Context: an optimization exercise on an open-source flow, tuned for small area, a short achievable clock period and few clock cycles per item. The choices shown serve that exercise and are no tape-out recipe.
Where RTL was checked, it was by simulation tests only, not by an equivalence proof against the original.
Power and IR drop assume default switching activity.

==> inputs of sierra <==
// memoryModule
module memoryModule #(
	parameter ramWidth = 8,
	parameter addrSize = 8) (
	input clk, rst, isIndirect,
	input [1:0] cntrl,
	input [addrSize-1:0] addr,
	input [ramWidth-1:0] dataIn,
	output [ramWidth-1:0] dataOut,
	output dataReady
	);
==> module memoryModule, before the edit <==
module memoryModule #(
	parameter ramWidth = 8,
	parameter addrSize = 8) (
	input clk, rst, isIndirect,
	input [1:0] cntrl,
	input [addrSize-1:0] addr,
	input [ramWidth-1:0] dataIn,
	output [ramWidth-1:0] dataOut,
	output dataReady
	);
	reg ph;                  
	reg [15:0] ptrH, ptrL;   
	wire [7:0] rdata;
	wire startInd = cntrl[1] & isIndirect & ~ph;
	assign dataReady = cntrl[1] & (ph | ~isIndirect);
	assign dataOut = rdata;
	wire we = cntrl == 2'b11 && (ph || !isIndirect);
	wire [7:0] wdata = rst ? 8'd0 : we ? dataIn : rdata;
	wire [7:0] lt = addr & {8{~ph}};
	wire [7:0] lf = ~addr & {8{~ph}};
	wire [15:0] Hn, Ln;
	genvar g, b;
	generate
		for (g = 0; g < 16; g = g + 1) begin : dec
			g_a41oi uh (.a1(g[3] ? lt[7] : lf[7]), .a2(g[2] ? lt[6] : lf[6]),
			            .a3(g[1] ? lt[5] : lf[5]), .a4(g[0] ? lt[4] : lf[4]),
			            .b1(ptrH[g]), .y(Hn[g]));
			g_a41oi ul (.a1(g[3] ? lt[3] : lf[3]), .a2(g[2] ? lt[2] : lf[2]),
			            .a3(g[1] ? lt[1] : lf[1]), .a4(g[0] ? lt[0] : lf[0]),
			            .b1(ptrL[g]), .y(Ln[g]));
		end
	endgenerate
	wire [255:0] row;
	wire [2047:0] words;
	generate
		for (g = 0; g < 256; g = g + 1) begin : word
			reg [7:0] q;
			g_o21ai ur (.a1(Hn[g/16]), .a2(Ln[g%16]), .b1(~rst), .y(row[g]));
			assign words[g*8 +: 8] = q;
			always @(posedge clk)
				if (row[g]) q <= wdata;
		end
	endgenerate
	generate
		for (b = 0; b < 8; b = b + 1) begin : rbit
			wire [31:0] s1;
			wire [15:0] s2;
			wire [3:0] s3;
			wire [1:0] s4;
			for (g = 0; g < 32; g = g + 1) begin : t1
				g_ao8 u (.r(row[8*g +: 8]),
				         .q({words[(8*g+7)*8+b], words[(8*g+6)*8+b], words[(8*g+5)*8+b], words[(8*g+4)*8+b],
				             words[(8*g+3)*8+b], words[(8*g+2)*8+b], words[(8*g+1)*8+b], words[(8*g)*8+b]}),
				         .y(s1[g]));
			end
			for (g = 0; g < 16; g = g + 1) begin : t2
				g_nor2 u (.a(s1[2*g]), .b(s1[2*g+1]), .y(s2[g]));
			end
			for (g = 0; g < 4; g = g + 1) begin : t3
				g_nand4 u (.a(s2[4*g]), .b(s2[4*g+1]), .c(s2[4*g+2]), .d(s2[4*g+3]), .y(s3[g]));
			end
			g_nor2 t4a (.a(s3[0]), .b(s3[1]), .y(s4[0]));
			g_nor2 t4b (.a(s3[2]), .b(s3[3]), .y(s4[1]));
			g_nand2 t5 (.a(s4[0]), .b(s4[1]), .y(rdata[b]));
		end
	endgenerate
	integer m;
	always @(posedge clk) begin
		if (rst) ph <= 1'b0;
		else ph <= startInd;
		for (m = 0; m < 16; m = m + 1) begin
			ptrH[m] <= ~rst & startInd & (rdata[7:4] == m);
			ptrL[m] <= ~rst & startInd & (rdata[3:0] == m);
		end
	end
endmodule
==> module g_a41oi, before the edit <==
module g_a41oi (input a1, a2, a3, a4, b1, output y);
	assign y = ~((a1 & a2 & a3 & a4) | b1);
endmodule
Settings: LEC_CHECK=0, CAP_MARGIN=20, CORE_MARGIN=2, CORE_UTILIZATION=60, CTS_CLUSTER_DIAMETER=80, CTS_CLUSTER_SIZE=28, GPL_TIMING_DRIVEN=0, SETUP_SLACK_MARGIN=1.5, SLEW_MARGIN=20, SYNTH_HIERARCHICAL=1, SYNTH_MINIMUM_KEEP_SIZE=0, TNS_END_PERCENT=5; clock period 6.0 ns.
standard.sh (not shown) runs the stock make flow with config.mk's settings and CLKGATE_MAP_FILE= SYNTH_SCRIPT=/design/flow/synth_recipe.tcl, a recipe that flattens the netlist after the stock synthesis.
==> flow/flow/run.sh <==
#!/bin/bash
# Standard layout, with the ports buffered by plain buffers (buf_4, which the
# resizer may size up or down within the buf footprint) instead of the delay
# cells buffer_ports picks by default.
set -euo pipefail
bash standard.sh "BUFFER_PORTS_ARGS=-buffer_cell sky130_fd_sc_hd__buf_4" finish > standard.log 2>&1
==> onyx: changes against sierra <==
--- a/flow/design.v
+++ b/flow/design.v
@@ -21,3 +21,3 @@
 	wire [7:0] lf = ~addr & {8{~ph}};
-	wire [15:0] Hn, Ln;
+	wire [15:0] H, L;
 	genvar g, b;
@@ -25,8 +25,15 @@
 		for (g = 0; g < 16; g = g + 1) begin : dec
-			g_a41oi uh (.a1(g[3] ? lt[7] : lf[7]), .a2(g[2] ? lt[6] : lf[6]),
-			            .a3(g[1] ? lt[5] : lf[5]), .a4(g[0] ? lt[4] : lf[4]),
-			            .b1(ptrH[g]), .y(Hn[g]));
-			g_a41oi ul (.a1(g[3] ? lt[3] : lf[3]), .a2(g[2] ? lt[2] : lf[2]),
-			            .a3(g[1] ? lt[1] : lf[1]), .a4(g[0] ? lt[0] : lf[0]),
-			            .b1(ptrL[g]), .y(Ln[g]));
+			g_a41o uh (.a1(g[3] ? lt[7] : lf[7]), .a2(g[2] ? lt[6] : lf[6]),
+			           .a3(g[1] ? lt[5] : lf[5]), .a4(g[0] ? lt[4] : lf[4]),
+			           .b1(ptrH[g]), .y(H[g]));
+			g_a41o ul (.a1(g[3] ? lt[3] : lf[3]), .a2(g[2] ? lt[2] : lf[2]),
+			           .a3(g[1] ? lt[1] : lf[1]), .a4(g[0] ? lt[0] : lf[0]),
+			           .b1(ptrL[g]), .y(L[g]));
+		end
+	endgenerate
+	wire [15:0] Hwn, Lwn;
+	generate
+		for (g = 0; g < 16; g = g + 1) begin : wdec
+			g_nor2 uh (.a(H[g]), .b(rst), .y(Hwn[g]));
+			g_nor2 ul (.a(L[g]), .b(rst), .y(Lwn[g]));
 		end
@@ -38,3 +45,3 @@
 			reg [7:0] q;
-			g_o21ai ur (.a1(Hn[g/16]), .a2(Ln[g%16]), .b1(~rst), .y(row[g]));
+			g_nor2 ur (.a(Hwn[g/16]), .b(Lwn[g%16]), .y(row[g]));
 			assign words[g*8 +: 8] = q;
@@ -46,21 +53,23 @@
 		for (b = 0; b < 8; b = b + 1) begin : rbit
-			wire [31:0] s1;
-			wire [15:0] s2;
-			wire [3:0] s3;
-			wire [1:0] s4;
-			for (g = 0; g < 32; g = g + 1) begin : t1
-				g_ao8 u (.r(row[8*g +: 8]),
-				         .q({words[(8*g+7)*8+b], words[(8*g+6)*8+b], words[(8*g+5)*8+b], words[(8*g+4)*8+b],
-				             words[(8*g+3)*8+b], words[(8*g+2)*8+b], words[(8*g+1)*8+b], words[(8*g)*8+b]}),
-				         .y(s1[g]));
+			wire [15:0] sa, sb, t;
+			wire [7:0] s3;
+			wire [3:0] s4;
+			for (g = 0; g < 16; g = g + 1) begin : grp
+				g_ao8 ua (.r(L[7:0]),
+				          .q({words[(16*g+7)*8+b], words[(16*g+6)*8+b], words[(16*g+5)*8+b], words[(16*g+4)*8+b],
+				              words[(16*g+3)*8+b], words[(16*g+2)*8+b], words[(16*g+1)*8+b], words[(16*g)*8+b]}),
+				          .y(sa[g]));
+				g_ao8 ub (.r(L[15:8]),
+				          .q({words[(16*g+15)*8+b], words[(16*g+14)*8+b], words[(16*g+13)*8+b], words[(16*g+12)*8+b],
+				              words[(16*g+11)*8+b], words[(16*g+10)*8+b], words[(16*g+9)*8+b], words[(16*g+8)*8+b]}),
+				          .y(sb[g]));
+				g_o21ai uo (.a1(sa[g]), .a2(sb[g]), .b1(H[g]), .y(t[g]));
 			end
-			for (g = 0; g < 16; g = g + 1) begin : t2
-				g_nor2 u (.a(s1[2*g]), .b(s1[2*g+1]), .y(s2[g]));
+			for (g = 0; g < 8; g = g + 1) begin : t3
+				g_nand2 u (.a(t[2*g]), .b(t[2*g+1]), .y(s3[g]));
 			end
-			for (g = 0; g < 4; g = g + 1) begin : t3
-				g_nand4 u (.a(s2[4*g]), .b(s2[4*g+1]), .c(s2[4*g+2]), .d(s2[4*g+3]), .y(s3[g]));
+			for (g = 0; g < 4; g = g + 1) begin : t4
+				g_nor2 u (.a(s3[2*g]), .b(s3[2*g+1]), .y(s4[g]));
 			end
-			g_nor2 t4a (.a(s3[0]), .b(s3[1]), .y(s4[0]));
-			g_nor2 t4b (.a(s3[2]), .b(s3[3]), .y(s4[1]));
-			g_nand2 t5 (.a(s4[0]), .b(s4[1]), .y(rdata[b]));
+			g_nand4 t5 (.a(s4[0]), .b(s4[1]), .c(s4[2]), .d(s4[3]), .y(rdata[b]));
 		end
@@ -77,4 +86,4 @@
 endmodule
-module g_a41oi (input a1, a2, a3, a4, b1, output y);
-	assign y = ~((a1 & a2 & a3 & a4) | b1);
+module g_a41o (input a1, a2, a3, a4, b1, output y);
+	assign y = (a1 & a2 & a3 & a4) | b1;
 endmodule
Settings changed: SETUP_SLACK_MARGIN 1.5 to 1.0.
==> harbor: changes against sierra <==
--- a/flow/design.v
+++ b/flow/design.v
@@ -21,3 +21,4 @@
 	wire [7:0] lf = ~addr & {8{~ph}};
-	wire [15:0] Hn, Ln;
+	wire [15:0] H;
+	wire [31:0] L;    
 	genvar g, b;
@@ -25,8 +26,11 @@
 		for (g = 0; g < 16; g = g + 1) begin : dec
-			g_a41oi uh (.a1(g[3] ? lt[7] : lf[7]), .a2(g[2] ? lt[6] : lf[6]),
-			            .a3(g[1] ? lt[5] : lf[5]), .a4(g[0] ? lt[4] : lf[4]),
-			            .b1(ptrH[g]), .y(Hn[g]));
-			g_a41oi ul (.a1(g[3] ? lt[3] : lf[3]), .a2(g[2] ? lt[2] : lf[2]),
+			g_a41o uh (.a1(g[3] ? lt[7] : lf[7]), .a2(g[2] ? lt[6] : lf[6]),
+			           .a3(g[1] ? lt[5] : lf[5]), .a4(g[0] ? lt[4] : lf[4]),
+			           .b1(ptrH[g]), .y(H[g]));
+			g_a41o ul0 (.a1(g[3] ? lt[3] : lf[3]), .a2(g[2] ? lt[2] : lf[2]),
 			            .a3(g[1] ? lt[1] : lf[1]), .a4(g[0] ? lt[0] : lf[0]),
-			            .b1(ptrL[g]), .y(Ln[g]));
+			            .b1(ptrL[g]), .y(L[g]));
+			g_a41o ul1 (.a1(g[3] ? lt[3] : lf[3]), .a2(g[2] ? lt[2] : lf[2]),
+			            .a3(g[1] ? lt[1] : lf[1]), .a4(g[0] ? lt[0] : lf[0]),
+			            .b1(ptrL[g]), .y(L[16+g]));
 		end
@@ -38,3 +42,3 @@
 			reg [7:0] q;
-			g_o21ai ur (.a1(Hn[g/16]), .a2(Ln[g%16]), .b1(~rst), .y(row[g]));
+			g_a21o ur (.a1(H[g/16]), .a2(L[16*(g/128) + g%16]), .b1(rst), .y(row[g]));
 			assign words[g*8 +: 8] = q;
@@ -46,17 +50,18 @@
 		for (b = 0; b < 8; b = b + 1) begin : rbit
-			wire [31:0] s1;
-			wire [15:0] s2;
+			wire [15:0] sa, sb, t;
 			wire [3:0] s3;
 			wire [1:0] s4;
-			for (g = 0; g < 32; g = g + 1) begin : t1
-				g_ao8 u (.r(row[8*g +: 8]),
-				         .q({words[(8*g+7)*8+b], words[(8*g+6)*8+b], words[(8*g+5)*8+b], words[(8*g+4)*8+b],
-				             words[(8*g+3)*8+b], words[(8*g+2)*8+b], words[(8*g+1)*8+b], words[(8*g)*8+b]}),
-				         .y(s1[g]));
-			end
-			for (g = 0; g < 16; g = g + 1) begin : t2
-				g_nor2 u (.a(s1[2*g]), .b(s1[2*g+1]), .y(s2[g]));
+			for (g = 0; g < 16; g = g + 1) begin : grp
+				g_ao8 ua (.r(L[16*(g/8) +: 8]),
+				          .q({words[(16*g+7)*8+b], words[(16*g+6)*8+b], words[(16*g+5)*8+b], words[(16*g+4)*8+b],
+				              words[(16*g+3)*8+b], words[(16*g+2)*8+b], words[(16*g+1)*8+b], words[(16*g)*8+b]}),
+				          .y(sa[g]));
+				g_ao8 ub (.r(L[16*(g/8) + 8 +: 8]),
+				          .q({words[(16*g+15)*8+b], words[(16*g+14)*8+b], words[(16*g+13)*8+b], words[(16*g+12)*8+b],
+				              words[(16*g+11)*8+b], words[(16*g+10)*8+b], words[(16*g+9)*8+b], words[(16*g+8)*8+b]}),
+				          .y(sb[g]));
+				g_o21ai uo (.a1(sa[g]), .a2(sb[g]), .b1(H[g]), .y(t[g]));
 			end
 			for (g = 0; g < 4; g = g + 1) begin : t3
-				g_nand4 u (.a(s2[4*g]), .b(s2[4*g+1]), .c(s2[4*g+2]), .d(s2[4*g+3]), .y(s3[g]));
+				g_nand4 u (.a(t[4*g]), .b(t[4*g+1]), .c(t[4*g+2]), .d(t[4*g+3]), .y(s3[g]));
 			end
@@ -77,4 +82,7 @@
 endmodule
-module g_a41oi (input a1, a2, a3, a4, b1, output y);
-	assign y = ~((a1 & a2 & a3 & a4) | b1);
+module g_a41o (input a1, a2, a3, a4, b1, output y);
+	assign y = (a1 & a2 & a3 & a4) | b1;
+endmodule
+module g_a21o (input a1, a2, b1, output y);
+	assign y = (a1 & a2) | b1;
 endmodule
Settings changed: SETUP_SLACK_MARGIN 1.5 to 1.0.
==> comparison table <==
Result of the run: onyx timing/DRC/antenna clean; sierra timing/DRC/antenna clean; harbor finished with violations
Violated checks: onyx -; sierra -; harbor max-capacitance violations, max-slew violations
Antenna diode instance count: onyx 5; sierra 0; harbor 9
DRT iter0 DRCs: onyx 7042; sierra 6021; harbor 10940
Overall die area: onyx 127000 um^2; sierra 127000 um^2; harbor 128000 um^2
Final setup slack of the worst path: onyx 0.882 ns; sierra 0.647 ns; harbor 0.437 ns
Antenna violations before repair: onyx 2; sierra 5; harbor 15
Number of max-slew violations in the final report: onyx 0; sierra 0; harbor 21
Layout Nets: onyx 4427; sierra 4784; harbor 4574
Count of non-CTS buffers in the layout: onyx 293; sierra 742; harbor 370
Clock network power share: onyx 25.2%; sierra 26.4%; harbor 24.5%
DIE HEIGHT: onyx 356 um; sierra 356 um; harbor 358 um
Basic-gate share of the synthesized area counting and, or, nand and nor cells: onyx 4.76%; sierra 3.73%; harbor 3.11%
Routed wirelength normalized by instance count: onyx 35.7 um; sierra 29.8 um; harbor 43.8 um
Synth-to-layout area growth: onyx 15.3%; sierra 23.9%; harbor 18.3%
Clock buffers and inverters, area share: onyx 3.11%; sierra 2.84%; harbor 2.87%
Row count: onyx 129; sierra 129; harbor 130
Clock buffers: onyx 110; sierra 107; harbor 106
Worst-case headroom to the max-slew limit: onyx 16.8%; sierra 43.9%; harbor -10.9%
Met1 Use GR: onyx 48.6%; sierra 42.8%; harbor 41.9%
Power share of the sequential group: onyx 62.8%; sierra 64.0%; harbor 63.1%
Critical path's slowest cell: onyx sky130_fd_sc_hd__a41o_4; sierra sky130_fd_sc_hd__a41oi_4; harbor sky130_fd_sc_hd__dfxtp_4
Most frequent CP cell: onyx sky130_fd_sc_hd__buf_4; sierra sky130_fd_sc_hd__buf_4; harbor -
Critical path depth: onyx 13; sierra 14; harbor 12
Testbench counts of sierra, summed over its fixed seeds: cycles 7,680, items 6,400.
Testbench counts of onyx, summed over its fixed seeds: cycles 7,680, items 6,400.
Only the layout flow was run in harbor; the RTL was not checked for function there.

## afterwards: timing with drivers on the ports
The flow's constraints put no driver on any port. The routed layouts listed below were extracted and timed again, unchanged, in two steps. Step 1 (the two cells are an assumption about what drives the block):
set clk [get_ports {clk}]
set_driving_cell -lib_cell sky130_fd_sc_hd__clkbuf_16 $clk
set_driving_cell -lib_cell sky130_fd_sc_hd__buf_2 [delete_from_list [all_inputs] $clk]
Step 2 times the ports against the registers' clock, not the clock port: input delays grow and output delays shrink by t, the midpoint of the rising clock arrivals with the driver on. Three values: no drivers, after step 1, after step 2; two values: the first two.
run	t, ns	setup slack, ns	worst setup path after step 2	latest minus earliest clock arrival (ns)	pins driven straight from the clock port
sierra	0.782	0.647 / 0.579 / 0.215	input to register	0.032 / 0.032	1
onyx	0.794	0.882 / 0.805 / 0.253	input to register	0.025 / 0.025	1
harbor	0.798	0.437 / 0.364 / 0.167	input to register	0.039 / 0.038	1
The setup slack of onyx, which loses most, moves by -0.077 ns with the drivers and by -0.629 ns with both steps.
